What follows belongs to an exercise in optimizing a design on an open flow for small area and a short achievable clock period; a production flow would make more cautious choices. No functional check of the RTL was part of any run shown here.

`design/flow/config.mk`:
```
export PLATFORM = sky130hd
export DESIGN_NAME = ConvEngine
export DESIGN_NICKNAME = ConvEngine
export VERILOG_FILES = /design/flow/design.v
export SDC_FILE = /design/flow/constraint.sdc
export NUM_CORES = 4
export LEC_CHECK = 0
export CAP_MARGIN = 20
export CORE_MARGIN = 2
export CORE_UTILIZATION = 40
export SLEW_MARGIN = 20
```
`design/flow/constraint.sdc`:
```
create_clock -name core_clock -period 10.0 [get_ports {clk}]
set_input_delay 2.0000 -clock core_clock [delete_from_list [all_inputs] [get_ports {clk}]]
set_output_delay 2.0000 -clock core_clock [all_outputs]
set_load 0.01 [all_outputs]
```
`design/flow/design.v`:
```
module ConvEngine (
    input         clk,
    input         rst,
    input  [31:0] DMAport,
    input         acc_enable,
    input         acc_clear,
    output [31:0] result
);
  reg  [23:0] R0, R1, R2, R3, R4, R5;
  reg  [2:0]  lr;              
  reg  [16:0] P0, P1, P2;      
  reg  [31:0] acc_s, acc_c;    
  wire       wr  = DMAport[7];
  wire [2:0] sel = DMAport[2:0];
  wire [23:0] data = DMAport[31:8];
  always @(posedge clk or posedge rst) begin
    if (rst) begin
      R0 <= 24'd0; R1 <= 24'd0; R2 <= 24'd0; R3 <= 24'd0; R4 <= 24'd0; R5 <= 24'd0;
    end else if (wr) begin
      case (sel)
        3'd0: R0 <= data;
        3'd1: R1 <= data;
        3'd2: R2 <= data;
        3'd3: R3 <= data;
        3'd4: R4 <= data;
        3'd5: R5 <= data;
        default: ;
      endcase
    end
  end
  always @(posedge clk or posedge rst) begin
    if (rst)
      lr <= 3'b001;
    else if (wr) begin
      case (sel)
        3'd0, 3'd3: lr <= 3'b001;
        3'd1, 3'd4: lr <= 3'b010;
        3'd2, 3'd5: lr <= 3'b100;
        default: ;
      endcase
    end
  end
  wire [23:0] pix = ({24{lr[0]}} & R0) | ({24{lr[1]}} & R1) | ({24{lr[2]}} & R2);
  wire [23:0] ker = ({24{lr[0]}} & R3) | ({24{lr[1]}} & R4) | ({24{lr[2]}} & R5);
  wire [16:0] pa = lr[0] ? P1 : P0;
  wire [16:0] pb = lr[2] ? P1 : P2;
  wire [31:0] early = result + {{15{pa[16]}}, pa} + {{15{pb[16]}}, pb} - 32'h20000;
  wire n1 = (pix[16] & ker[16]);
  wire n2 = (pix[16] & ker[17]);
  wire n3 = (pix[16] & ker[18]);
  wire n4 = (pix[16] & ker[19]);
  wire n5 = (pix[16] & ker[20]);
  wire n6 = (pix[16] & ker[21]);
  wire n7 = (pix[16] & ker[22]);
  wire n8 = ~(pix[16] & ker[23]);
  wire n9 = (pix[17] & ker[16]);
  wire n10 = (pix[17] & ker[17]);
  wire n11 = (pix[17] & ker[18]);
  wire n12 = (pix[17] & ker[19]);
  wire n13 = (pix[17] & ker[20]);
  wire n14 = (pix[17] & ker[21]);
  wire n15 = (pix[17] & ker[22]);
  wire n16 = ~(pix[17] & ker[23]);
  wire n17 = (pix[18] & ker[16]);
  wire n18 = (pix[18] & ker[17]);
  wire n19 = (pix[18] & ker[18]);
  wire n20 = (pix[18] & ker[19]);
  wire n21 = (pix[18] & ker[20]);
  wire n22 = (pix[18] & ker[21]);
  wire n23 = (pix[18] & ker[22]);
  wire n24 = ~(pix[18] & ker[23]);
  wire n25 = (pix[19] & ker[16]);
  wire n26 = (pix[19] & ker[17]);
  wire n27 = (pix[19] & ker[18]);
  wire n28 = (pix[19] & ker[19]);
  wire n29 = (pix[19] & ker[20]);
  wire n30 = (pix[19] & ker[21]);
  wire n31 = (pix[19] & ker[22]);
  wire n32 = ~(pix[19] & ker[23]);
  wire n33 = (pix[20] & ker[16]);
  wire n34 = (pix[20] & ker[17]);
  wire n35 = (pix[20] & ker[18]);
  wire n36 = (pix[20] & ker[19]);
  wire n37 = (pix[20] & ker[20]);
  wire n38 = (pix[20] & ker[21]);
  wire n39 = (pix[20] & ker[22]);
  wire n40 = ~(pix[20] & ker[23]);
  wire n41 = (pix[21] & ker[16]);
  wire n42 = (pix[21] & ker[17]);
  wire n43 = (pix[21] & ker[18]);
  wire n44 = (pix[21] & ker[19]);
  wire n45 = (pix[21] & ker[20]);
  wire n46 = (pix[21] & ker[21]);
  wire n47 = (pix[21] & ker[22]);
  wire n48 = ~(pix[21] & ker[23]);
  wire n49 = (pix[22] & ker[16]);
  wire n50 = (pix[22] & ker[17]);
  wire n51 = (pix[22] & ker[18]);
  wire n52 = (pix[22] & ker[19]);
  wire n53 = (pix[22] & ker[20]);
  wire n54 = (pix[22] & ker[21]);
  wire n55 = (pix[22] & ker[22]);
  wire n56 = ~(pix[22] & ker[23]);
  wire n57 = ~(pix[23] & ker[16]);
  wire n58 = ~(pix[23] & ker[17]);
  wire n59 = ~(pix[23] & ker[18]);
  wire n60 = ~(pix[23] & ker[19]);
  wire n61 = ~(pix[23] & ker[20]);
  wire n62 = ~(pix[23] & ker[21]);
  wire n63 = ~(pix[23] & ker[22]);
  wire n64 = (pix[23] & ker[23]);
  wire n65 = (pix[8] & ker[8]);
  wire n66 = (pix[8] & ker[9]);
  wire n67 = (pix[8] & ker[10]);
  wire n68 = (pix[8] & ker[11]);
  wire n69 = (pix[8] & ker[12]);
  wire n70 = (pix[8] & ker[13]);
  wire n71 = (pix[8] & ker[14]);
  wire n72 = ~(pix[8] & ker[15]);
  wire n73 = (pix[9] & ker[8]);
  wire n74 = (pix[9] & ker[9]);
  wire n75 = (pix[9] & ker[10]);
  wire n76 = (pix[9] & ker[11]);
  wire n77 = (pix[9] & ker[12]);
  wire n78 = (pix[9] & ker[13]);
  wire n79 = (pix[9] & ker[14]);
  wire n80 = ~(pix[9] & ker[15]);
  wire n81 = (pix[10] & ker[8]);
  wire n82 = (pix[10] & ker[9]);
  wire n83 = (pix[10] & ker[10]);
  wire n84 = (pix[10] & ker[11]);
  wire n85 = (pix[10] & ker[12]);
  wire n86 = (pix[10] & ker[13]);
  wire n87 = (pix[10] & ker[14]);
  wire n88 = ~(pix[10] & ker[15]);
  wire n89 = (pix[11] & ker[8]);
  wire n90 = (pix[11] & ker[9]);
  wire n91 = (pix[11] & ker[10]);
  wire n92 = (pix[11] & ker[11]);
  wire n93 = (pix[11] & ker[12]);
  wire n94 = (pix[11] & ker[13]);
  wire n95 = (pix[11] & ker[14]);
  wire n96 = ~(pix[11] & ker[15]);
  wire n97 = (pix[12] & ker[8]);
  wire n98 = (pix[12] & ker[9]);
  wire n99 = (pix[12] & ker[10]);
  wire n100 = (pix[12] & ker[11]);
  wire n101 = (pix[12] & ker[12]);
  wire n102 = (pix[12] & ker[13]);
  wire n103 = (pix[12] & ker[14]);
  wire n104 = ~(pix[12] & ker[15]);
  wire n105 = (pix[13] & ker[8]);
  wire n106 = (pix[13] & ker[9]);
  wire n107 = (pix[13] & ker[10]);
  wire n108 = (pix[13] & ker[11]);
  wire n109 = (pix[13] & ker[12]);
  wire n110 = (pix[13] & ker[13]);
  wire n111 = (pix[13] & ker[14]);
  wire n112 = ~(pix[13] & ker[15]);
  wire n113 = (pix[14] & ker[8]);
  wire n114 = (pix[14] & ker[9]);
  wire n115 = (pix[14] & ker[10]);
  wire n116 = (pix[14] & ker[11]);
  wire n117 = (pix[14] & ker[12]);
  wire n118 = (pix[14] & ker[13]);
  wire n119 = (pix[14] & ker[14]);
  wire n120 = ~(pix[14] & ker[15]);
  wire n121 = ~(pix[15] & ker[8]);
  wire n122 = ~(pix[15] & ker[9]);
  wire n123 = ~(pix[15] & ker[10]);
  wire n124 = ~(pix[15] & ker[11]);
  wire n125 = ~(pix[15] & ker[12]);
  wire n126 = ~(pix[15] & ker[13]);
  wire n127 = ~(pix[15] & ker[14]);
  wire n128 = (pix[15] & ker[15]);
  wire n129 = (pix[0] & ker[0]);
  wire n130 = (pix[0] & ker[1]);
  wire n131 = (pix[0] & ker[2]);
  wire n132 = (pix[0] & ker[3]);
  wire n133 = (pix[0] & ker[4]);
  wire n134 = (pix[0] & ker[5]);
  wire n135 = (pix[0] & ker[6]);
  wire n136 = ~(pix[0] & ker[7]);
  wire n137 = (pix[1] & ker[0]);
  wire n138 = (pix[1] & ker[1]);
  wire n139 = (pix[1] & ker[2]);
  wire n140 = (pix[1] & ker[3]);
  wire n141 = (pix[1] & ker[4]);
  wire n142 = (pix[1] & ker[5]);
  wire n143 = (pix[1] & ker[6]);
  wire n144 = ~(pix[1] & ker[7]);
  wire n145 = (pix[2] & ker[0]);
  wire n146 = (pix[2] & ker[1]);
  wire n147 = (pix[2] & ker[2]);
  wire n148 = (pix[2] & ker[3]);
  wire n149 = (pix[2] & ker[4]);
  wire n150 = (pix[2] & ker[5]);
  wire n151 = (pix[2] & ker[6]);
  wire n152 = ~(pix[2] & ker[7]);
  wire n153 = (pix[3] & ker[0]);
  wire n154 = (pix[3] & ker[1]);
  wire n155 = (pix[3] & ker[2]);
  wire n156 = (pix[3] & ker[3]);
  wire n157 = (pix[3] & ker[4]);
  wire n158 = (pix[3] & ker[5]);
  wire n159 = (pix[3] & ker[6]);
  wire n160 = ~(pix[3] & ker[7]);
  wire n161 = (pix[4] & ker[0]);
  wire n162 = (pix[4] & ker[1]);
  wire n163 = (pix[4] & ker[2]);
  wire n164 = (pix[4] & ker[3]);
  wire n165 = (pix[4] & ker[4]);
  wire n166 = (pix[4] & ker[5]);
  wire n167 = (pix[4] & ker[6]);
  wire n168 = ~(pix[4] & ker[7]);
  wire n169 = (pix[5] & ker[0]);
  wire n170 = (pix[5] & ker[1]);
  wire n171 = (pix[5] & ker[2]);
  wire n172 = (pix[5] & ker[3]);
  wire n173 = (pix[5] & ker[4]);
  wire n174 = (pix[5] & ker[5]);
  wire n175 = (pix[5] & ker[6]);
  wire n176 = ~(pix[5] & ker[7]);
  wire n177 = (pix[6] & ker[0]);
  wire n178 = (pix[6] & ker[1]);
  wire n179 = (pix[6] & ker[2]);
  wire n180 = (pix[6] & ker[3]);
  wire n181 = (pix[6] & ker[4]);
  wire n182 = (pix[6] & ker[5]);
  wire n183 = (pix[6] & ker[6]);
  wire n184 = ~(pix[6] & ker[7]);
  wire n185 = ~(pix[7] & ker[0]);
  wire n186 = ~(pix[7] & ker[1]);
  wire n187 = ~(pix[7] & ker[2]);
  wire n188 = ~(pix[7] & ker[3]);
  wire n189 = ~(pix[7] & ker[4]);
  wire n190 = ~(pix[7] & ker[5]);
  wire n191 = ~(pix[7] & ker[6]);
  wire n192 = (pix[7] & ker[7]);
  wire n193 = n1 ^ n65 ^ n129;
  wire n194 = (n1 & n65) | (n1 & n129) | (n65 & n129);
  wire n195 = n2 ^ n9 ^ n66;
  wire n196 = (n2 & n9) | (n2 & n66) | (n9 & n66);
  wire n197 = n73 ^ n130 ^ n137;
  wire n198 = (n73 & n130) | (n73 & n137) | (n130 & n137);
  wire n199 = n194 ^ n195 ^ n197;
  wire n200 = (n194 & n195) | (n194 & n197) | (n195 & n197);
  wire n201 = n3 ^ n10 ^ n17;
  wire n202 = (n3 & n10) | (n3 & n17) | (n10 & n17);
  wire n203 = n67 ^ n74 ^ n81;
  wire n204 = (n67 & n74) | (n67 & n81) | (n74 & n81);
  wire n205 = n131 ^ n138 ^ n145;
  wire n206 = (n131 & n138) | (n131 & n145) | (n138 & n145);
  wire n207 = n196 ^ n198 ^ n201;
  wire n208 = (n196 & n198) | (n196 & n201) | (n198 & n201);
  wire n209 = n203 ^ n205 ^ n200;
  wire n210 = (n203 & n205) | (n203 & n200) | (n205 & n200);
  wire n211 = n4 ^ n11 ^ n18;
  wire n212 = (n4 & n11) | (n4 & n18) | (n11 & n18);
  wire n213 = n25 ^ n68 ^ n75;
  wire n214 = (n25 & n68) | (n25 & n75) | (n68 & n75);
  wire n215 = n82 ^ n89 ^ n132;
  wire n216 = (n82 & n89) | (n82 & n132) | (n89 & n132);
  wire n217 = n139 ^ n146 ^ n153;
  wire n218 = (n139 & n146) | (n139 & n153) | (n146 & n153);
  wire n219 = n202 ^ n204 ^ n206;
  wire n220 = (n202 & n204) | (n202 & n206) | (n204 & n206);
  wire n221 = n211 ^ n213 ^ n215;
  wire n222 = (n211 & n213) | (n211 & n215) | (n213 & n215);
  wire n223 = n217 ^ n208 ^ n219;
  wire n224 = (n217 & n208) | (n217 & n219) | (n208 & n219);
  wire n225 = n221 ^ n210 ^ n223;
  wire n226 = (n221 & n210) | (n221 & n223) | (n210 & n223);
  wire n227 = n5 ^ n12 ^ n19;
  wire n228 = (n5 & n12) | (n5 & n19) | (n12 & n19);
  wire n229 = n26 ^ n33 ^ n69;
  wire n230 = (n26 & n33) | (n26 & n69) | (n33 & n69);
  wire n231 = n76 ^ n83 ^ n90;
  wire n232 = (n76 & n83) | (n76 & n90) | (n83 & n90);
  wire n233 = n97 ^ n133 ^ n140;
  wire n234 = (n97 & n133) | (n97 & n140) | (n133 & n140);
  wire n235 = n147 ^ n154 ^ n161;
  wire n236 = (n147 & n154) | (n147 & n161) | (n154 & n161);
  wire n237 = n212 ^ n214 ^ n216;
  wire n238 = (n212 & n214) | (n212 & n216) | (n214 & n216);
  wire n239 = n218 ^ n227 ^ n229;
  wire n240 = (n218 & n227) | (n218 & n229) | (n227 & n229);
  wire n241 = n231 ^ n233 ^ n235;
  wire n242 = (n231 & n233) | (n231 & n235) | (n233 & n235);
  wire n243 = n220 ^ n222 ^ n237;
  wire n244 = (n220 & n222) | (n220 & n237) | (n222 & n237);
  wire n245 = n239 ^ n241 ^ n224;
  wire n246 = (n239 & n241) | (n239 & n224) | (n241 & n224);
  wire n247 = n243 ^ n226 ^ n245;
  wire n248 = (n243 & n226) | (n243 & n245) | (n226 & n245);
  wire n249 = n6 ^ n13 ^ n20;
  wire n250 = (n6 & n13) | (n6 & n20) | (n13 & n20);
  wire n251 = n27 ^ n34 ^ n41;
  wire n252 = (n27 & n34) | (n27 & n41) | (n34 & n41);
  wire n253 = n70 ^ n77 ^ n84;
  wire n254 = (n70 & n77) | (n70 & n84) | (n77 & n84);
  wire n255 = n91 ^ n98 ^ n105;
  wire n256 = (n91 & n98) | (n91 & n105) | (n98 & n105);
  wire n257 = n134 ^ n141 ^ n148;
  wire n258 = (n134 & n141) | (n134 & n148) | (n141 & n148);
  wire n259 = n155 ^ n162 ^ n169;
  wire n260 = (n155 & n162) | (n155 & n169) | (n162 & n169);
  wire n261 = n228 ^ n230 ^ n232;
  wire n262 = (n228 & n230) | (n228 & n232) | (n230 & n232);
  wire n263 = n234 ^ n236 ^ n249;
  wire n264 = (n234 & n236) | (n234 & n249) | (n236 & n249);
  wire n265 = n251 ^ n253 ^ n255;
  wire n266 = (n251 & n253) | (n251 & n255) | (n253 & n255);
  wire n267 = n257 ^ n259 ^ n238;
  wire n268 = (n257 & n259) | (n257 & n238) | (n259 & n238);
  wire n269 = n240 ^ n242 ^ n261;
  wire n270 = (n240 & n242) | (n240 & n261) | (n242 & n261);
  wire n271 = n263 ^ n265 ^ n244;
  wire n272 = (n263 & n265) | (n263 & n244) | (n265 & n244);
  wire n273 = n267 ^ n269 ^ n246;
  wire n274 = (n267 & n269) | (n267 & n246) | (n269 & n246);
  wire n275 = n271 ^ n248 ^ n273;
  wire n276 = (n271 & n248) | (n271 & n273) | (n248 & n273);
  wire n277 = n7 ^ n14 ^ n21;
  wire n278 = (n7 & n14) | (n7 & n21) | (n14 & n21);
  wire n279 = n28 ^ n35 ^ n42;
  wire n280 = (n28 & n35) | (n28 & n42) | (n35 & n42);
  wire n281 = n49 ^ n71 ^ n78;
  wire n282 = (n49 & n71) | (n49 & n78) | (n71 & n78);
  wire n283 = n85 ^ n92 ^ n99;
  wire n284 = (n85 & n92) | (n85 & n99) | (n92 & n99);
  wire n285 = n106 ^ n113 ^ n135;
  wire n286 = (n106 & n113) | (n106 & n135) | (n113 & n135);
  wire n287 = n142 ^ n149 ^ n156;
  wire n288 = (n142 & n149) | (n142 & n156) | (n149 & n156);
  wire n289 = n163 ^ n170 ^ n177;
  wire n290 = (n163 & n170) | (n163 & n177) | (n170 & n177);
  wire n291 = n250 ^ n252 ^ n254;
  wire n292 = (n250 & n252) | (n250 & n254) | (n252 & n254);
  wire n293 = n256 ^ n258 ^ n260;
  wire n294 = (n256 & n258) | (n256 & n260) | (n258 & n260);
  wire n295 = n277 ^ n279 ^ n281;
  wire n296 = (n277 & n279) | (n277 & n281) | (n279 & n281);
  wire n297 = n283 ^ n285 ^ n287;
  wire n298 = (n283 & n285) | (n283 & n287) | (n285 & n287);
  wire n299 = n289 ^ n262 ^ n264;
  wire n300 = (n289 & n262) | (n289 & n264) | (n262 & n264);
  wire n301 = n266 ^ n291 ^ n293;
  wire n302 = (n266 & n291) | (n266 & n293) | (n291 & n293);
  wire n303 = n295 ^ n297 ^ n268;
  wire n304 = (n295 & n297) | (n295 & n268) | (n297 & n268);
  wire n305 = n270 ^ n299 ^ n301;
  wire n306 = (n270 & n299) | (n270 & n301) | (n299 & n301);
  wire n307 = n303 ^ n272 ^ n305;
  wire n308 = (n303 & n272) | (n303 & n305) | (n272 & n305);
  wire n309 = n274 ^ n307 ^ n276;
  wire n310 = (n274 & n307) | (n274 & n276) | (n307 & n276);
  wire n311 = n8 ^ n15 ^ n22;
  wire n312 = (n8 & n15) | (n8 & n22) | (n15 & n22);
  wire n313 = n29 ^ n36 ^ n43;
  wire n314 = (n29 & n36) | (n29 & n43) | (n36 & n43);
  wire n315 = n50 ^ n57 ^ n72;
  wire n316 = (n50 & n57) | (n50 & n72) | (n57 & n72);
  wire n317 = n79 ^ n86 ^ n93;
  wire n318 = (n79 & n86) | (n79 & n93) | (n86 & n93);
  wire n319 = n100 ^ n107 ^ n114;
  wire n320 = (n100 & n107) | (n100 & n114) | (n107 & n114);
  wire n321 = n121 ^ n136 ^ n143;
  wire n322 = (n121 & n136) | (n121 & n143) | (n136 & n143);
  wire n323 = n150 ^ n157 ^ n164;
  wire n324 = (n150 & n157) | (n150 & n164) | (n157 & n164);
  wire n325 = n171 ^ n178 ^ n185;
  wire n326 = (n171 & n178) | (n171 & n185) | (n178 & n185);
  wire n327 = n278 ^ n280 ^ n282;
  wire n328 = (n278 & n280) | (n278 & n282) | (n280 & n282);
  wire n329 = n284 ^ n286 ^ n288;
  wire n330 = (n284 & n286) | (n284 & n288) | (n286 & n288);
  wire n331 = n290 ^ n311 ^ n313;
  wire n332 = (n290 & n311) | (n290 & n313) | (n311 & n313);
  wire n333 = n315 ^ n317 ^ n319;
  wire n334 = (n315 & n317) | (n315 & n319) | (n317 & n319);
  wire n335 = n321 ^ n323 ^ n325;
  wire n336 = (n321 & n323) | (n321 & n325) | (n323 & n325);
  wire n337 = n292 ^ n294 ^ n296;
  wire n338 = (n292 & n294) | (n292 & n296) | (n294 & n296);
  wire n339 = n298 ^ n327 ^ n329;
  wire n340 = (n298 & n327) | (n298 & n329) | (n327 & n329);
  wire n341 = n331 ^ n333 ^ n335;
  wire n342 = (n331 & n333) | (n331 & n335) | (n333 & n335);
  wire n343 = n300 ^ n302 ^ n337;
  wire n344 = (n300 & n302) | (n300 & n337) | (n302 & n337);
  wire n345 = n339 ^ n341 ^ n304;
  wire n346 = (n339 & n341) | (n339 & n304) | (n341 & n304);
  wire n347 = n306 ^ n343 ^ n345;
  wire n348 = (n306 & n343) | (n306 & n345) | (n343 & n345);
  wire n349 = n308 ^ n347 ^ n310;
  wire n350 = (n308 & n347) | (n308 & n310) | (n347 & n310);
  wire n351 = 1'b1 ^ n16 ^ n23;
  wire n352 = (1'b1 & n16) | (1'b1 & n23) | (n16 & n23);
  wire n353 = n30 ^ n37 ^ n44;
  wire n354 = (n30 & n37) | (n30 & n44) | (n37 & n44);
  wire n355 = n51 ^ n58 ^ n80;
  wire n356 = (n51 & n58) | (n51 & n80) | (n58 & n80);
  wire n357 = n87 ^ n94 ^ n101;
  wire n358 = (n87 & n94) | (n87 & n101) | (n94 & n101);
  wire n359 = n108 ^ n115 ^ n122;
  wire n360 = (n108 & n115) | (n108 & n122) | (n115 & n122);
  wire n361 = n144 ^ n151 ^ n158;
  wire n362 = (n144 & n151) | (n144 & n158) | (n151 & n158);
  wire n363 = n165 ^ n172 ^ n179;
  wire n364 = (n165 & n172) | (n165 & n179) | (n172 & n179);
  wire n365 = n186 ^ n312 ^ n314;
  wire n366 = (n186 & n312) | (n186 & n314) | (n312 & n314);
  wire n367 = n316 ^ n318 ^ n320;
  wire n368 = (n316 & n318) | (n316 & n320) | (n318 & n320);
  wire n369 = n322 ^ n324 ^ n326;
  wire n370 = (n322 & n324) | (n322 & n326) | (n324 & n326);
  wire n371 = n351 ^ n353 ^ n355;
  wire n372 = (n351 & n353) | (n351 & n355) | (n353 & n355);
  wire n373 = n357 ^ n359 ^ n361;
  wire n374 = (n357 & n359) | (n357 & n361) | (n359 & n361);
  wire n375 = n363 ^ n328 ^ n330;
  wire n376 = (n363 & n328) | (n363 & n330) | (n328 & n330);
  wire n377 = n332 ^ n334 ^ n336;
  wire n378 = (n332 & n334) | (n332 & n336) | (n334 & n336);
  wire n379 = n365 ^ n367 ^ n369;
  wire n380 = (n365 & n367) | (n365 & n369) | (n367 & n369);
  wire n381 = n371 ^ n373 ^ n338;
  wire n382 = (n371 & n373) | (n371 & n338) | (n373 & n338);
  wire n383 = n340 ^ n375 ^ n342;
  wire n384 = (n340 & n375) | (n340 & n342) | (n375 & n342);
  wire n385 = n377 ^ n379 ^ n344;
  wire n386 = (n377 & n379) | (n377 & n344) | (n379 & n344);
  wire n387 = n381 ^ n383 ^ n346;
  wire n388 = (n381 & n383) | (n381 & n346) | (n383 & n346);
  wire n389 = n385 ^ n348 ^ n387;
  wire n390 = (n385 & n348) | (n385 & n387) | (n348 & n387);
  wire n391 = 1'b1 ^ n24 ^ n31;
  wire n392 = (1'b1 & n24) | (1'b1 & n31) | (n24 & n31);
  wire n393 = n38 ^ n45 ^ n52;
  wire n394 = (n38 & n45) | (n38 & n52) | (n45 & n52);
  wire n395 = n59 ^ n88 ^ n95;
  wire n396 = (n59 & n88) | (n59 & n95) | (n88 & n95);
  wire n397 = n102 ^ n109 ^ n116;
  wire n398 = (n102 & n109) | (n102 & n116) | (n109 & n116);
  wire n399 = n123 ^ n152 ^ n159;
  wire n400 = (n123 & n152) | (n123 & n159) | (n152 & n159);
  wire n401 = n166 ^ n173 ^ n180;
  wire n402 = (n166 & n173) | (n166 & n180) | (n173 & n180);
  wire n403 = n187 ^ n352 ^ n354;
  wire n404 = (n187 & n352) | (n187 & n354) | (n352 & n354);
  wire n405 = n356 ^ n358 ^ n360;
  wire n406 = (n356 & n358) | (n356 & n360) | (n358 & n360);
  wire n407 = n362 ^ n364 ^ n391;
  wire n408 = (n362 & n364) | (n362 & n391) | (n364 & n391);
  wire n409 = n393 ^ n395 ^ n397;
  wire n410 = (n393 & n395) | (n393 & n397) | (n395 & n397);
  wire n411 = n399 ^ n401 ^ n366;
  wire n412 = (n399 & n401) | (n399 & n366) | (n401 & n366);
  wire n413 = n368 ^ n370 ^ n372;
  wire n414 = (n368 & n370) | (n368 & n372) | (n370 & n372);
  wire n415 = n374 ^ n403 ^ n405;
  wire n416 = (n374 & n403) | (n374 & n405) | (n403 & n405);
  wire n417 = n407 ^ n409 ^ n376;
  wire n418 = (n407 & n409) | (n407 & n376) | (n409 & n376);
  wire n419 = n378 ^ n380 ^ n411;
  wire n420 = (n378 & n380) | (n378 & n411) | (n380 & n411);
  wire n421 = n413 ^ n415 ^ n417;
  wire n422 = (n413 & n415) | (n413 & n417) | (n415 & n417);
  wire n423 = n382 ^ n384 ^ n419;
  wire n424 = (n382 & n384) | (n382 & n419) | (n384 & n419);
  wire n425 = n421 ^ n386 ^ n423;
  wire n426 = (n421 & n386) | (n421 & n423) | (n386 & n423);
  wire n427 = n388 ^ n425 ^ n390;
  wire n428 = (n388 & n425) | (n388 & n390) | (n425 & n390);
  wire n429 = n32 ^ n39 ^ n46;
  wire n430 = (n32 & n39) | (n32 & n46) | (n39 & n46);
  wire n431 = n53 ^ n60 ^ n96;
  wire n432 = (n53 & n60) | (n53 & n96) | (n60 & n96);
  wire n433 = n103 ^ n110 ^ n117;
  wire n434 = (n103 & n110) | (n103 & n117) | (n110 & n117);
  wire n435 = n124 ^ n160 ^ n167;
  wire n436 = (n124 & n160) | (n124 & n167) | (n160 & n167);
  wire n437 = n174 ^ n181 ^ n188;
  wire n438 = (n174 & n181) | (n174 & n188) | (n181 & n188);
  wire n439 = n392 ^ n394 ^ n396;
  wire n440 = (n392 & n394) | (n392 & n396) | (n394 & n396);
  wire n441 = n398 ^ n400 ^ n402;
  wire n442 = (n398 & n400) | (n398 & n402) | (n400 & n402);
  wire n443 = n429 ^ n431 ^ n433;
  wire n444 = (n429 & n431) | (n429 & n433) | (n431 & n433);
  wire n445 = n435 ^ n437 ^ n404;
  wire n446 = (n435 & n437) | (n435 & n404) | (n437 & n404);
  wire n447 = n406 ^ n408 ^ n410;
  wire n448 = (n406 & n408) | (n406 & n410) | (n408 & n410);
  wire n449 = n439 ^ n441 ^ n443;
  wire n450 = (n439 & n441) | (n439 & n443) | (n441 & n443);
  wire n451 = n412 ^ n414 ^ n416;
  wire n452 = (n412 & n414) | (n412 & n416) | (n414 & n416);
  wire n453 = n445 ^ n447 ^ n449;
  wire n454 = (n445 & n447) | (n445 & n449) | (n447 & n449);
  wire n455 = n418 ^ n420 ^ n451;
  wire n456 = (n418 & n420) | (n418 & n451) | (n420 & n451);
  wire n457 = n453 ^ n422 ^ n424;
  wire n458 = (n453 & n422) | (n453 & n424) | (n422 & n424);
  wire n459 = n455 ^ n426 ^ n457;
  wire n460 = (n455 & n426) | (n455 & n457) | (n426 & n457);
  wire n461 = n40 ^ n47 ^ n54;
  wire n462 = (n40 & n47) | (n40 & n54) | (n47 & n54);
  wire n463 = n61 ^ n104 ^ n111;
  wire n464 = (n61 & n104) | (n61 & n111) | (n104 & n111);
  wire n465 = n118 ^ n125 ^ n168;
  wire n466 = (n118 & n125) | (n118 & n168) | (n125 & n168);
  wire n467 = n175 ^ n182 ^ n189;
  wire n468 = (n175 & n182) | (n175 & n189) | (n182 & n189);
  wire n469 = n430 ^ n432 ^ n434;
  wire n470 = (n430 & n432) | (n430 & n434) | (n432 & n434);
  wire n471 = n436 ^ n438 ^ n461;
  wire n472 = (n436 & n438) | (n436 & n461) | (n438 & n461);
  wire n473 = n463 ^ n465 ^ n467;
  wire n474 = (n463 & n465) | (n463 & n467) | (n465 & n467);
  wire n475 = n440 ^ n442 ^ n444;
  wire n476 = (n440 & n442) | (n440 & n444) | (n442 & n444);
  wire n477 = n469 ^ n471 ^ n473;
  wire n478 = (n469 & n471) | (n469 & n473) | (n471 & n473);
  wire n479 = n446 ^ n448 ^ n450;
  wire n480 = (n446 & n448) | (n446 & n450) | (n448 & n450);
  wire n481 = n475 ^ n477 ^ n452;
  wire n482 = (n475 & n477) | (n475 & n452) | (n477 & n452);
  wire n483 = n454 ^ n479 ^ n456;
  wire n484 = (n454 & n479) | (n454 & n456) | (n479 & n456);
  wire n485 = n481 ^ n458 ^ n483;
  wire n486 = (n481 & n458) | (n481 & n483) | (n458 & n483);
  wire n487 = n48 ^ n55 ^ n62;
  wire n488 = (n48 & n55) | (n48 & n62) | (n55 & n62);
  wire n489 = n112 ^ n119 ^ n126;
  wire n490 = (n112 & n119) | (n112 & n126) | (n119 & n126);
  wire n491 = n176 ^ n183 ^ n190;
  wire n492 = (n176 & n183) | (n176 & n190) | (n183 & n190);
  wire n493 = n462 ^ n464 ^ n466;
  wire n494 = (n462 & n464) | (n462 & n466) | (n464 & n466);
  wire n495 = n468 ^ n487 ^ n489;
  wire n496 = (n468 & n487) | (n468 & n489) | (n487 & n489);
  wire n497 = n491 ^ n470 ^ n472;
  wire n498 = (n491 & n470) | (n491 & n472) | (n470 & n472);
  wire n499 = n474 ^ n493 ^ n495;
  wire n500 = (n474 & n493) | (n474 & n495) | (n493 & n495);
  wire n501 = n476 ^ n478 ^ n497;
  wire n502 = (n476 & n478) | (n476 & n497) | (n478 & n497);
  wire n503 = n499 ^ n480 ^ n501;
  wire n504 = (n499 & n480) | (n499 & n501) | (n480 & n501);
  wire n505 = n482 ^ n503 ^ n484;
  wire n506 = (n482 & n503) | (n482 & n484) | (n503 & n484);
  wire n507 = n56 ^ n63 ^ n120;
  wire n508 = (n56 & n63) | (n56 & n120) | (n63 & n120);
  wire n509 = n127 ^ n184 ^ n191;
  wire n510 = (n127 & n184) | (n127 & n191) | (n184 & n191);
  wire n511 = n488 ^ n490 ^ n492;
  wire n512 = (n488 & n490) | (n488 & n492) | (n490 & n492);
  wire n513 = n507 ^ n509 ^ n494;
  wire n514 = (n507 & n509) | (n507 & n494) | (n509 & n494);
  wire n515 = n496 ^ n511 ^ n498;
  wire n516 = (n496 & n511) | (n496 & n498) | (n511 & n498);
  wire n517 = n513 ^ n500 ^ n502;
  wire n518 = (n513 & n500) | (n513 & n502) | (n500 & n502);
  wire n519 = n515 ^ n517 ^ n504;
  wire n520 = (n515 & n517) | (n515 & n504) | (n517 & n504);
  wire n521 = n64 ^ n128 ^ n192;
  wire n522 = (n64 & n128) | (n64 & n192) | (n128 & n192);
  wire n523 = n508 ^ n510 ^ n521;
  wire n524 = (n508 & n510) | (n508 & n521) | (n510 & n521);
  wire n525 = n512 ^ n523 ^ n514;
  wire n526 = (n512 & n523) | (n512 & n514) | (n523 & n514);
  wire n527 = n525 ^ n516 ^ n518;
  wire n528 = (n525 & n516) | (n525 & n518) | (n516 & n518);
  wire n529 = 1'b1 ^ n522 ^ n524;
  wire n530 = (1'b1 & n522) | (1'b1 & n524) | (n522 & n524);
  wire n531 = n529 ^ n526 ^ n528;
  wire n532 = (n529 & n526) | (n529 & n528) | (n526 & n528);
  wire [18:0] t1a = {1'b0, 1'b0, n530, n531, n527, n519, n486, n460, n459, n427, n389, n349, n309, n275, n247, n225, n207, n199, n193};
  wire [18:0] t1b = {1'b0, 1'b0, n532, 1'b0, n520, n506, n505, n485, n428, 1'b0, n350, 1'b0, 1'b0, 1'b0, 1'b0, 1'b0, n209, 1'b0, 1'b0};
  wire n533 = early[2] ^ n207 ^ n209;
  wire n534 = (early[2] & n207) | (early[2] & n209) | (n207 & n209);
  wire n535 = early[3] ^ n534 ^ n225;
  wire n536 = (early[3] & n534) | (early[3] & n225) | (n534 & n225);
  wire n537 = early[4] ^ n247 ^ n536;
  wire n538 = (early[4] & n247) | (early[4] & n536) | (n247 & n536);
  wire n539 = early[5] ^ n275 ^ n538;
  wire n540 = (early[5] & n275) | (early[5] & n538) | (n275 & n538);
  wire n541 = early[6] ^ n309 ^ n540;
  wire n542 = (early[6] & n309) | (early[6] & n540) | (n309 & n540);
  wire n543 = early[7] ^ n349 ^ n542;
  wire n544 = (early[7] & n349) | (early[7] & n542) | (n349 & n542);
  wire n545 = early[8] ^ n389 ^ n350;
  wire n546 = (early[8] & n389) | (early[8] & n350) | (n389 & n350);
  wire n547 = early[9] ^ n427 ^ n546;
  wire n548 = (early[9] & n427) | (early[9] & n546) | (n427 & n546);
  wire n549 = early[10] ^ n459 ^ n428;
  wire n550 = (early[10] & n459) | (early[10] & n428) | (n459 & n428);
  wire n551 = early[11] ^ n460 ^ n485;
  wire n552 = (early[11] & n460) | (early[11] & n485) | (n460 & n485);
  wire n553 = early[12] ^ n486 ^ n505;
  wire n554 = (early[12] & n486) | (early[12] & n505) | (n486 & n505);
  wire n555 = early[13] ^ n519 ^ n506;
  wire n556 = (early[13] & n519) | (early[13] & n506) | (n519 & n506);
  wire n557 = early[14] ^ n527 ^ n520;
  wire n558 = (early[14] & n527) | (early[14] & n520) | (n527 & n520);
  wire n559 = early[15] ^ n531 ^ n558;
  wire n560 = (early[15] & n531) | (early[15] & n558) | (n531 & n558);
  wire n561 = early[16] ^ n530 ^ n532;
  wire n562 = (early[16] & n530) | (early[16] & n532) | (n530 & n532);
  wire [31:0] t2a = {early[31], early[30], early[29], early[28], early[27], early[26], early[25], early[24], early[23], early[22], early[21], early[20], early[19], early[18], early[17], n561, n559, n557, n554, n552, n551, n549, n547, n545, n543, n541, n539, n537, n535, n533, early[1], early[0]};
  wire [31:0] t2b = {1'b0, 1'b0, 1'b0, 1'b0, 1'b0, 1'b0, 1'b0, 1'b0, 1'b0, 1'b0, 1'b0, 1'b0, 1'b0, 1'b0, n562, n560, 1'b0, n556, n555, n553, n550, n548, 1'b0, n544, 1'b0, 1'b0, 1'b0, 1'b0, 1'b0, 1'b0, n199, n193};
  wire [16:0] dot = t1a[16:0] + t1b[16:0];
  always @(posedge clk or posedge rst) begin
    if (rst) begin
      P0 <= 17'd0; P1 <= 17'd0; P2 <= 17'd0;
    end else begin
      if (lr[0]) P0 <= dot;
      if (lr[1]) P1 <= dot;
      if (lr[2]) P2 <= dot;
    end
  end
  always @(posedge clk or posedge rst) begin
    if (rst) begin
      acc_s <= 32'd0;
      acc_c <= 32'd0;
    end else if (acc_clear) begin
      acc_s <= 32'd0;
      acc_c <= 32'd0;
    end else if (acc_enable) begin
      acc_s <= t2a;
      acc_c <= t2b;
    end
  end
  assign result = acc_s + acc_c;
endmodule
```
`design/flow/run.sh`:
```
#!/bin/bash
# synth_recipe.tcl (not shown) runs the flow's synth.tcl, then flattens the netlist and writes it again
# the make line also repeats each setting of config.mk as NAME=value (left out here)
make -C /OpenROAD-flow-scripts/flow DESIGN_CONFIG=/design/flow/config.mk WORK_HOME=/design/flow/orfs CLKGATE_MAP_FILE= SYNTH_SCRIPT=/design/flow/synth_recipe.tcl finish
```
==> summary.txt, run 1 <==
clock buffer depth=3; ys flop type=dfrtp_1; mux contribution to synthesized area=0.1206; DRC errors left=0; Max Cap Violations=0; Syn Std Cell Area=19,060 um^2; Seq/Total Area, Yosys=0.3151; slowest stage cell, crit path=dfstp_4; final wirelength=approximately 46 mm; clock skew=roughly 25 ps; syn_area_per_cell=10.69 um^2; CP max stage delay=960 ps; Startpoint Class=register; worst hold path class=register to register; vias in the first global route=14,030; Slew HR=0.2970; total grt overflow=0; Place WS=between 2000 and 2500 ps; final worst-path cycle share=0.7881; I/O pin count=68; Reg clk slew, reported paths=60 ps; Mapped Cells=between 1,500 and 2,000; Post-synth EDFFs=0; slew of the pin with the lowest slew margin=1055 ps; synthesized net count=2,116; Adder-Cell Fraction of Synth Area=0.2789; worst skew pair latency=590 ps; Buffers on Ports=63; starting density of the core=0.4078; Wirelength per Cell=~18 um; # resized after CTS=0; Setup-failing EPs final=0; Compound-Gate Fraction of Synth Area=0.07994; DIE AREA=49,420 um^2; Final Util=0.4621; area of the core=~47,000 um^2; final hold viol count=0; vias after detailed routing=13,130; H-Tree Depth=1; Unique masters post-synth=70; Finished Layout Cells=between 2,000 and 2,500; CP top delay family=adder cells; pin count of the biggest net entering global routing=147; number of detailed-route iterations in the first pass=7; Final Critical Period=7881 ps; main combinational cell family by area after synthesis=adder cells; RSZ-0062 raised after global routing=false; Die H=222.3 um; routability cong.=between 0.9 and 1; Synth Area in Simple Gates=0.1174; Sum Neg Setup Slack=0 ps; Total Routing Usage GR=0.1940; TritonCTS clock tree=yes; fmax=126.9 MHz; row count=79; crit path kind=register to register; #FFs+latches synth=between 200 and 250; placed cell count=about 2,400; commonest non-fill, non-tap cell in the layout=dfrtp_1; global-route wire length before repair=76.64 mm; Post-Synth XOR/XNOR Area=0.03216; Crit. End Element=register; postcts setup bufs=0; Filler Cell Count=4,357; run status=no timing/DRC/antenna violations; initial antenna violation count=0; Syn. warnings=1; Slew Limit Fails=0; Req. time, crit path=around 10,000 ps; crit-path max FO=52; Num CTS Buffers=29; sequential cell area=6016 um^2; hold buffers post-CTS=0; Critical Path AT=8300 ps; Die X=~220 um; Layout area overhead=13.33%; share of post-route cells with drive strength above 1=0.1850; Root Buffer=clkbuf_16; Via density=5.253; Iteration-0 DRC Markers=912; most frequent cells in the layout=237 x dfrtp_1, 221 x inv_1, 215 x fa_1; Setup WS post-layout=2119 ps; Ant. Diodes=0; nets=around 2,200; cell mode on critical path=fa_1; multi-input combinational cell area=12,020 um^2; DP HPWL=34.82 mm; clock sink count=240; Async SR Flop Fraction=1.000; CP bufs+invs=5; Post-DRT Antenna Nets=0
-- routing by layer --
metal	wire, um	GRT usage	vias up
met1	21210	0.2716	6685
met3	2128	0.02354	79
met4	1158	0.04534	0
li1	-	-	6073
met5	0	0	-
met2	21670	0.3225	291
-- registers in the layout, summed over array words and instances (netlist names) --
name,flops
acc_s,32
R0,24
R1,24
R2,24
R3,24
R4,24
R5,24
P0,17
P1,17
P2,17
acc_c,10
lr,3
-- final cells by class --
type                    instances  share of cell area
flip-flops and latches        240              0.2784
clock buffers                  40             0.03689
well taps                     607             0.03515
repair buffers                114             0.04621
multi-input cells            1262              0.5565
inverters                     222             0.03915
clock inverters                14            0.007702
-- through the flow --
stage	area (um^2)	hold WS, ps
after floorplan	19060	442.4
after global placement	20600	456.7
after detailed placement	20640	464.2
after CTS	21600	478.1
after global routing	21610	505.1
final	21610	473.2
-- synth_stat cells (2+ instances only) --
master	count	area [um^2]
nand2b_1	23	143.9
a211oi_1	14	105.1
or2_2	54	337.8
a222oi_1	35	350.3
a21o_1	17	127.6
nor2b_1	10	62.56
and4_1	3	26.28
nor3b_1	2	15.01
mux2_2	177	1993
ha_1	81	1013
dfrtp_1	239	5981
nand3_1	18	90.09
o211ai_1	5	37.54
a22o_1	2	17.52
fa_1	215	4304
xor2_1	15	131.4
o21ai_1	5	25.02
and3_1	11	68.82
nand2_1	132	495.5
o21bai_1	10	75.07
clkbuf_1	50	187.7
nand3b_1	3	22.52
inv_1	222	833.3
a22oi_1	14	105.1
nand4b_1	2	17.52
o21ai_0	16	80.08
nor3_1	12	60.06
mux2i_1	29	290.3
a31oi_1	5	31.28
nor2_1	186	698.2
o31ai_1	2	15.01
xnor2_1	55	481.7
a41oi_1	2	17.52
buf_1	9	33.78
and2_1	14	87.58
a21oi_1	57	285.3
nand4_1	5	31.28
-- worst reg2reg max path, delay by kind of cell (launching register included) --
kind,cells,cell delay [ps]
DFF,1,960
buffers and inverters,5,850
xor gates and xnor gates,1,270
adders and majority gates,9,3550
AOI/OAI and AO/OA,8,1760
and+or+nand+nor,2,370
-- kinds of logic (layout without fill, tap and decap cells) --
group,count (synthesis),after routing
AO/OA/AOI/OAI,205,205
multiplexers,207,207
flip-flops,240,240
adder cells (fa/ha/maj),296,296
buffers and inverters,282,390
AND/OR/NAND/NOR,484,484
XOR/XNOR,70,70
-- final timing paths --
| path | start | endpoint | slack (ps) | depth (start not counted) |
|---|---|---|---|---|
| worst max-delay path | lr[0] | P0[15] | 2120 | 25 |
| worst min-delay path | P2[1] | P2[1] | 470 | 2 |
| worst max register to register | lr[0] | P0[15] | 2120 | 25 |
| worst min register to register | P2[1] | P2[1] | 470 | 2 |
| max in group asynchronous | rst | acc_s[26] | 6880 | 3 |
| min in group asynchronous | rst | acc_s[0] | 1940 | 2 |
==> run 2, diff against run 1 <==
--- a/design/flow/config.mk
+++ b/design/flow/config.mk
@@ -5,7 +5,9 @@
 export SDC_FILE = /design/flow/constraint.sdc
 export NUM_CORES = 4
 export LEC_CHECK = 0
+export ABC_CLOCK_PERIOD_IN_PS = 5000
 export CAP_MARGIN = 20
 export CORE_MARGIN = 2
 export CORE_UTILIZATION = 40
+export SETUP_SLACK_MARGIN = 5
 export SLEW_MARGIN = 20
==> run 2 against run 1 <==
Worst setup slack gained 1200 ps. Global-route usage increased by 1.1 points. Die area unchanged.
==> summary.txt, run 2 <==
run status=no timing/DRC/antenna violations; Setup-failing EPs final=0 (unchanged); #FFs+latches synth=240 (unchanged); placed cell count=2,444 (-0.041%); Max Cap Violations=0 (unchanged); number of detailed-route iterations in the first pass=8 (+1); Iteration-0 DRC Markers=910 (-0.22%); Post-synth EDFFs=0 (unchanged); clock sink count=240 (unchanged); Startpoint Class=register; dominant cells by area after synthesis=dfrtp_1 31%, fa_1 23%, mux2_2 10%, ha_1 5.3%, inv_1 4.4%; Sum Neg Setup Slack=0 ps (unchanged); Wirelength per Cell=19.52 um (+5.6%); slowest stage cell, crit path=a222oi_1; nets=2,305 (+4.7%); Largest register FFs=32 (unchanged); hold buffers post-CTS=0 (unchanged); fmax=148.7 MHz (+17%); Reg with most FFs=acc_s; Final Critical Period=6725 ps (-1156 ps); slew of the pin with the lowest slew margin=1058 ps (+3.481 ps); crit-path max FO=6 (-88%); pin count of the biggest net entering global routing=151 (+2.7%); Num CTS Buffers=28 (-3.4%); Final Util=0.5093 (+0.04718); commonest cells in the netlist=239 x dfrtp_1, 222 x inv_1, 215 x fa_1; starting density of the core=0.4078 (unchanged); area share of the largest cell type after synthesis=0.3137 (unchanged); most frequent cells in the layout=237 x dfrtp_1, 187 x inv_1, 179 x nor2_1; commonest non-fill, non-tap cell in the layout=dfrtp_1; I/O pin count=68 (unchanged); clock buffer depth=3 (unchanged); Seq/Total Area, Yosys=0.3151 (unchanged); Async SR Flop Fraction=1.000 (unchanged); Filler Cell Count=4,193 (-3.8%); routability cong.=0.9348 (-0.73%); DRC errors left=0 (unchanged); Final Instance Area=23,810 um^2 (+10%); Critical Path AT=7210 ps (-1090 ps); synthesized net count=2,116 (unchanged); Slew HR=0.2946 (-0.002321); initial antenna violation count=1 (+1); worst hold path class=register to register; Req. time, crit path=10,490 ps (+70 ps); Syn. warnings=1 (unchanged); worst-path cell chain=buf_12, buf_6, a222oi_1, buf_4, nor2_1, fa_1, fa_2, inv_1, fa_2, inv_1, fa_2, fa_2, fa_2, inv_2, fa_2, o41a_1, o31ai_2, a21oi_2, nor2b_2, o31a_1, o21bai_1, xor2_1, buf_4, a21oi_2; row count=79 (unchanged); Syn Std Cell Area=19,060 um^2 (unchanged); Crit. End Element=register; Post-DRT Antenna Nets=0 (unchanged); Reg clk slew, reported paths=60 ps (about the same); Ant. Diodes=0 (unchanged); cell mode on critical path=fa_2; final worst-path cycle share=0.6725 (-0.1156); CP max stage delay=590 ps (-370 ps); area of the core=46,750 um^2 (unchanged); H-Tree Depth=1 (unchanged); DP HPWL=34.62 mm (-0.57%); crit path kind=register to register; ys flop type=dfrtp_1; largest area contributor in the netlist=dfrtp_1; TritonCTS clock tree=yes; RSZ-0062 raised after global routing=true; clock skew=22.89 ps (-2.081 ps); worst skew pair latency=580 ps (about the same); final wirelength=50.77 mm (+10%); global-route wire length before repair=80.62 mm (+5.2%); Mapped Cells=1,784 (unchanged); share of post-route cells with drive strength above 1=0.3561 (+0.1711); vias after detailed routing=13,730 (+4.6%); Slew Limit Fails=0 (unchanged); Die H=222.3 um (unchanged); Die X=222.3 um (unchanged); total grt overflow=0 (unchanged); Finished Layout Cells=2,601 (+4.1%); Root Buffer=clkbuf_16; Unique masters post-synth=70 (unchanged); DP Area=20,900 um^2 (+1.2%); Via density=5.277 (+0.45%); Buffers on Ports=63 (unchanged); final hold viol count=0 (unchanged); Total Routing Usage GR=0.2052 (+0.01123); DIE AREA=49,420 um^2 (unchanged); top-count cell post-synth=dfrtp_1; vias in the first global route=14,780 (+5.4%); syn_area_per_cell=10.69 um^2 (unchanged); Layout area overhead=24.90%
## run 2: cell count changes in the layout (fill, tap and decap cells not counted), sizes merged, moves of 2 or more
| cell | change |
|---|---|
| clkdlybuf4s18 | -2 |
| dlygate4sd2 | +2 |
| clkbuf | +7 |
| clkdlybuf4s50 | -20 |
| clkinv | -4 |
| buf | +118 |
## run 2: cell type report
class	count	area, um^2	area share
multi-input cells	1262	13210	0.5546
flip-flops and latches	240	6018	0.2527
repair buffers	219	2042	0.08575
inverters	222	839.6	0.03526
well taps	607	759.5	0.03190
clock buffers	42	833.3	0.03500
clock inverters	9	112.6	0.004729
## run 2: logic make-up (layout without fill, tap and decap cells)
group	Yosys count	in the layout	synth area share
compound gates	205	205	0.07994
mux	207	207	0.1206
xor+xnor	70	70	0.03216
simple gates	484	484	0.1174
buf+inv	282	492	0.05592
flops	240	240	0.3151
fa+ha+maj	296	296	0.2789
## run 2: final timing paths
| path | startpoint | endpoint | slack [ps] | cells after the start |
|---|---|---|---|---|
| max | lr[0] | P2[16] | 3280 | 24 |
| min | P2[13] | P2[13] | 470 | 2 |
| max reg2reg | lr[0] | P2[16] | 3280 | 24 |
| min reg2reg | P2[13] | P2[13] | 470 | 2 |
| max in group asynchronous | rst | R2[0] | 6770 | 4 |
| min in group asynchronous | rst | P2[2] | 1980 | 3 |
## run 2: metal layers
layer	routed length, um	global-route usage	up-vias
li1	-	-	6273
met5	11	0	-
met1	22570	0.2768	7025
met3	2651	0.03293	91
met2	23750	0.3363	335
met4	1787	0.07149	2
## run 2: worst max-delay path, delay by kind of cell, from the launching register on
family / cells / cell delay, ps
adders and majority gates: 7 / 3080
xor gates and xnor gates: 1 / 140
and+or+nand+nor: 2 / 220
DFF: 1 / 490
buffers and inverters: 7 / 890
AOI/OAI and AO/OA: 7 / 1830
## run 2: what timing repair did
item / 4_1_cts / 5_1_grt
resized for setup: 180 / 133
pin swaps: 77 / 92
setup endpoints to repair: 91 / 89
buffers inserted: 70 / 32
gates cloned: 0 / 4
## run 2: stage by stage
stage | hold WS (ps) | worst slack, ps
after floorplan | 442.4 | 3715
after global placement | 455.1 | 2499
after detailed placement | 462.8 | 2520
after CTS | 473.9 | 3222
after global routing | 498.8 | 3090
final | 468.1 | 3275
==> run 3, diff against run 2 <==
==> design/flow/config.mk (replaced) <==
export PLATFORM = sky130hd
export DESIGN_NAME = ConvEngine
export DESIGN_NICKNAME = ConvEngine
export VERILOG_FILES = /design/flow/design.v
export SDC_FILE = /design/flow/constraint.sdc
export NUM_CORES = 4
export LEC_CHECK = 0
export ABC_CLOCK_PERIOD_IN_PS = 7000
export CAP_MARGIN = 20
export CORE_MARGIN = 2
export CORE_UTILIZATION = 40
export SETUP_SLACK_MARGIN = 3
export SLEW_MARGIN = 20
==> run 3 against run 2 <==
Worst hold slack better by 3.9 ps. Critical path depth unchanged. Die area unchanged. Critical endpoint is now P1[16]. Clock skew down 5.1 ps. Global-route usage down 0.19 points. Register-to-register slack worse by 70 ps. Flip-flop and latch count unchanged. Still clean on timing, DRC and antenna. Utilization down 3.3 points. First-iteration DRC count down 8.8%. Largest cell class unchanged.
==> summary.txt, run 3 <==
run status=no timing/DRC/antenna violations; commonest non-fill, non-tap cell in the layout=dfrtp_1; #FFs+latches synth=240 (unchanged); Mapped Cells=1,784 (unchanged); number of detailed-route iterations in the first pass=6 (-2); ys flop type=dfrtp_1; Crit. End Element=register; Unique masters post-synth=70 (unchanged); routability cong.=0.9264 (-0.90%); Total Routing Usage GR=0.2033 (-0.001906); Max Cap Violations=0 (unchanged); largest area contributor in the netlist=dfrtp_1; Final Critical Period=6791 ps (+66.05 ps); worst hold path class=register to register; Reg clk slew, reported paths=60 ps (about the same); pin count of the biggest net entering global routing=166 (+9.9%); clock buffer depth=3 (unchanged); flop2flop setup slack=3210 ps (-70 ps); most frequent cells in the layout=237 x dfrtp_1, 217 x inv_1, 193 x fa_1; syn_area_per_cell=10.69 um^2 (unchanged); final worst-path cycle share=0.6791 (+0.006605); Critical Path AT=7230 ps (+20 ps); Die X=222.3 um (unchanged); row count=79 (unchanged); Syn. warnings=1 (unchanged); top-count cell post-synth=dfrtp_1; share of post-route cells with drive strength above 1=0.2219 (-0.1341); final hold viol count=0 (unchanged); Final Util=0.4767 (-0.03260); Root Buffer=clkbuf_16; worst skew pair latency=580 ps (about the same); vias after detailed routing=13,320 (-3.0%); synthesized net count=2,116 (unchanged); Syn Std Cell Area=19,060 um^2 (unchanged); RSZ-0062 raised after global routing=false; DRC errors left=0 (unchanged); commonest cells in the netlist=239 x dfrtp_1, 222 x inv_1, 215 x fa_1; global-route wire length before repair=79.23 mm (-1.7%); Ant. Diodes=0 (unchanged); Setup-failing EPs final=0 (unchanged); Largest register FFs=32 (unchanged); Setup WS post-layout=3209 ps (-66.05 ps); Startpoint Class=register; clock sink count=240 (unchanged); final wirelength=49.13 mm (-3.2%); DP HPWL=34.39 mm (-0.68%); H-Tree Depth=1 (unchanged); crit path kind=register to register; fmax=147.3 MHz (-0.97%); worst hold slack=471.9 ps (+3.885 ps); nets=2,242 (-2.7%); vias in the first global route=14,240 (-3.7%); Reg with most FFs=acc_s; Slew Limit Fails=0 (unchanged); clock skew=17.78 ps (-5.118 ps); area share of the largest cell type after synthesis=0.3137 (unchanged); hold buffers post-CTS=0 (unchanged); Seq/Total Area, Yosys=0.3151 (unchanged); Place WS=2103 ps (-417.2 ps); area of the core=46,750 um^2 (unchanged); TritonCTS clock tree=yes; Async SR Flop Fraction=1.000 (unchanged); Layout area overhead=16.91%; Buffers on Ports=63 (unchanged); Die H=222.3 um (unchanged); Post-DRT Antenna Nets=0 (unchanged); Iteration-0 DRC Markers=830 (-8.8%); dominant cells by area after synthesis=dfrtp_1 31%, fa_1 23%, mux2_2 10%, ha_1 5.3%, inv_1 4.4%; total grt overflow=0 (unchanged); I/O pin count=68 (unchanged); Num CTS Buffers=29 (+3.6%); slew of the pin with the lowest slew margin=1032 ps (-25.81 ps); Via density=5.243 (-0.66%); initial antenna violation count=0 (-1); crit-path max FO=12 (+6); Sum Neg Setup Slack=0 ps (unchanged); Slew HR=0.3118 (+0.01720); DIE AREA=49,420 um^2 (unchanged); Req. time, crit path=10,440 ps (-50 ps); Wirelength per Cell=19.34 um (-0.91%); starting density of the core=0.4078 (unchanged); Post-synth EDFFs=0 (unchanged)
==> run 3: cell families (layout without fill, tap and decap cells) <==
| family | Yosys count | in the layout | share of synthesized area |
|---|---|---|---|
| multiplexers | 207 | 207 | 0.1206 |
| AO/OA/AOI/OAI | 205 | 205 | 0.07994 |
| XOR/XNOR | 70 | 70 | 0.03216 |
| flip-flops | 240 | 240 | 0.3151 |
| adder cells (fa/ha/maj) | 296 | 296 | 0.2789 |
| buffers and inverters | 282 | 431 | 0.05592 |
| AND/OR/NAND/NOR | 484 | 484 | 0.1174 |
==> run 3: timing repair <==
action,in CTS,in global routing
gates cloned,0,2
gates resized for setup,26,30
setup endpoints to repair,21,15
endpoints found under the hold margin,0,0
pin swaps,14,27
buffers inserted,28,12
==> run 3: worst paths after layout <==
check	from	end	cells past startpoint
worst max register to register	lr[0]	P1[16]	24
worst max-delay path	lr[0]	P1[16]	24
worst min-delay path	P0[11]	P0[11]	2
max in group asynchronous	rst	acc_s[30]	4
min in group asynchronous	rst	lr[1]	3
worst min register to register	P0[11]	P0[11]	2
==> run 3: final cells by class <==
| type | instances | area (um^2) |
|---|---|---|
| multi-input combinational | 1262 | 12150 |
| sequential | 240 | 6018 |
| fill | 4337 | 24470 |
| tap | 607 | 759.5 |
| clock buffer | 41 | 800.8 |
| clock inverter | 13 | 196.4 |
| inverter | 222 | 837.1 |
| timing repair buffer | 155 | 1529 |
==> run 3: through the flow <==
| step | instance area (um^2) | std cells |
|---|---|---|
| 6_report | 22290 | 2540 |
| 5_1_grt | 22290 | 2540 |
| 4_1_cts | 22040 | 2526 |
| 3_5_place_dp | 20640 | 2444 |
| 3_3_place_gp | 20600 | 2438 |
| 2_1_floorplan | 19070 | 1784 |
==> run 3: per-layer routing <==
| layer | track usage | routed length [um] | share of wire | up-vias |
|---|---|---|---|---|
| met4 | 0.06255 | 1363 | 0.028 | 0 |
| met1 | 0.2827 | 22470 | 0.46 | 6721 |
| met5 | 0 | 0 | 0 | - |
| met2 | 0.3295 | 22640 | 0.46 | 357 |
| li1 | - | - | - | 6156 |
| met3 | 0.02936 | 2656 | 0.054 | 82 |
==> run 3: critical path, stage by stage (launching register included) <==
cell and delay (ps):
dfstp_4 490, buf_12 160, buf_16 160, a222oi_1 400, buf_4 210, buf_4 160
nor2_1 80, fa_1 550, fa_1 470, fa_2 400, fa_2 560, inv_1 50
fa_1 490, inv_1 60, fa_2 510, ha_4 290, inv_1 70, o41a_1 410
o31ai_2 250, a21oi_2 110, nor2b_2 140, o31a_1 150, o21bai_1 110, xor2_1 240
a21oi_1 110

[what the ideal ports hide]
Ports are ideal in the flow. The routed layouts listed here were re-timed in OpenROAD. Step 1, drivers: a clkbuf_16 drives clk and a buf_2 each remaining input, both assumed. Step 2 also shifts input and output timing later by t, the mid clock arrival at the registers, as if the neighbouring blocks saw the same clock. Slacks: ideal ports / drivers / drivers and shift; pairs: ideal ports / drivers.
run	shift t [ns]	slack for setup (ns)	worst hold slack (ns)	worst data-port slew with drivers (ns)
run 1	0.629	2.119 / 2.119 / 2.119	0.473 / 0.473 / 0.473	0.05
run 2	0.619	3.275 / 3.275 / 3.275	0.468 / 0.468 / 0.468	0.06
run 3	0.627	3.209 / 3.209 / 3.209	0.472 / 0.472 / 0.472	0.05
After both steps every run listed still meets setup and hold.
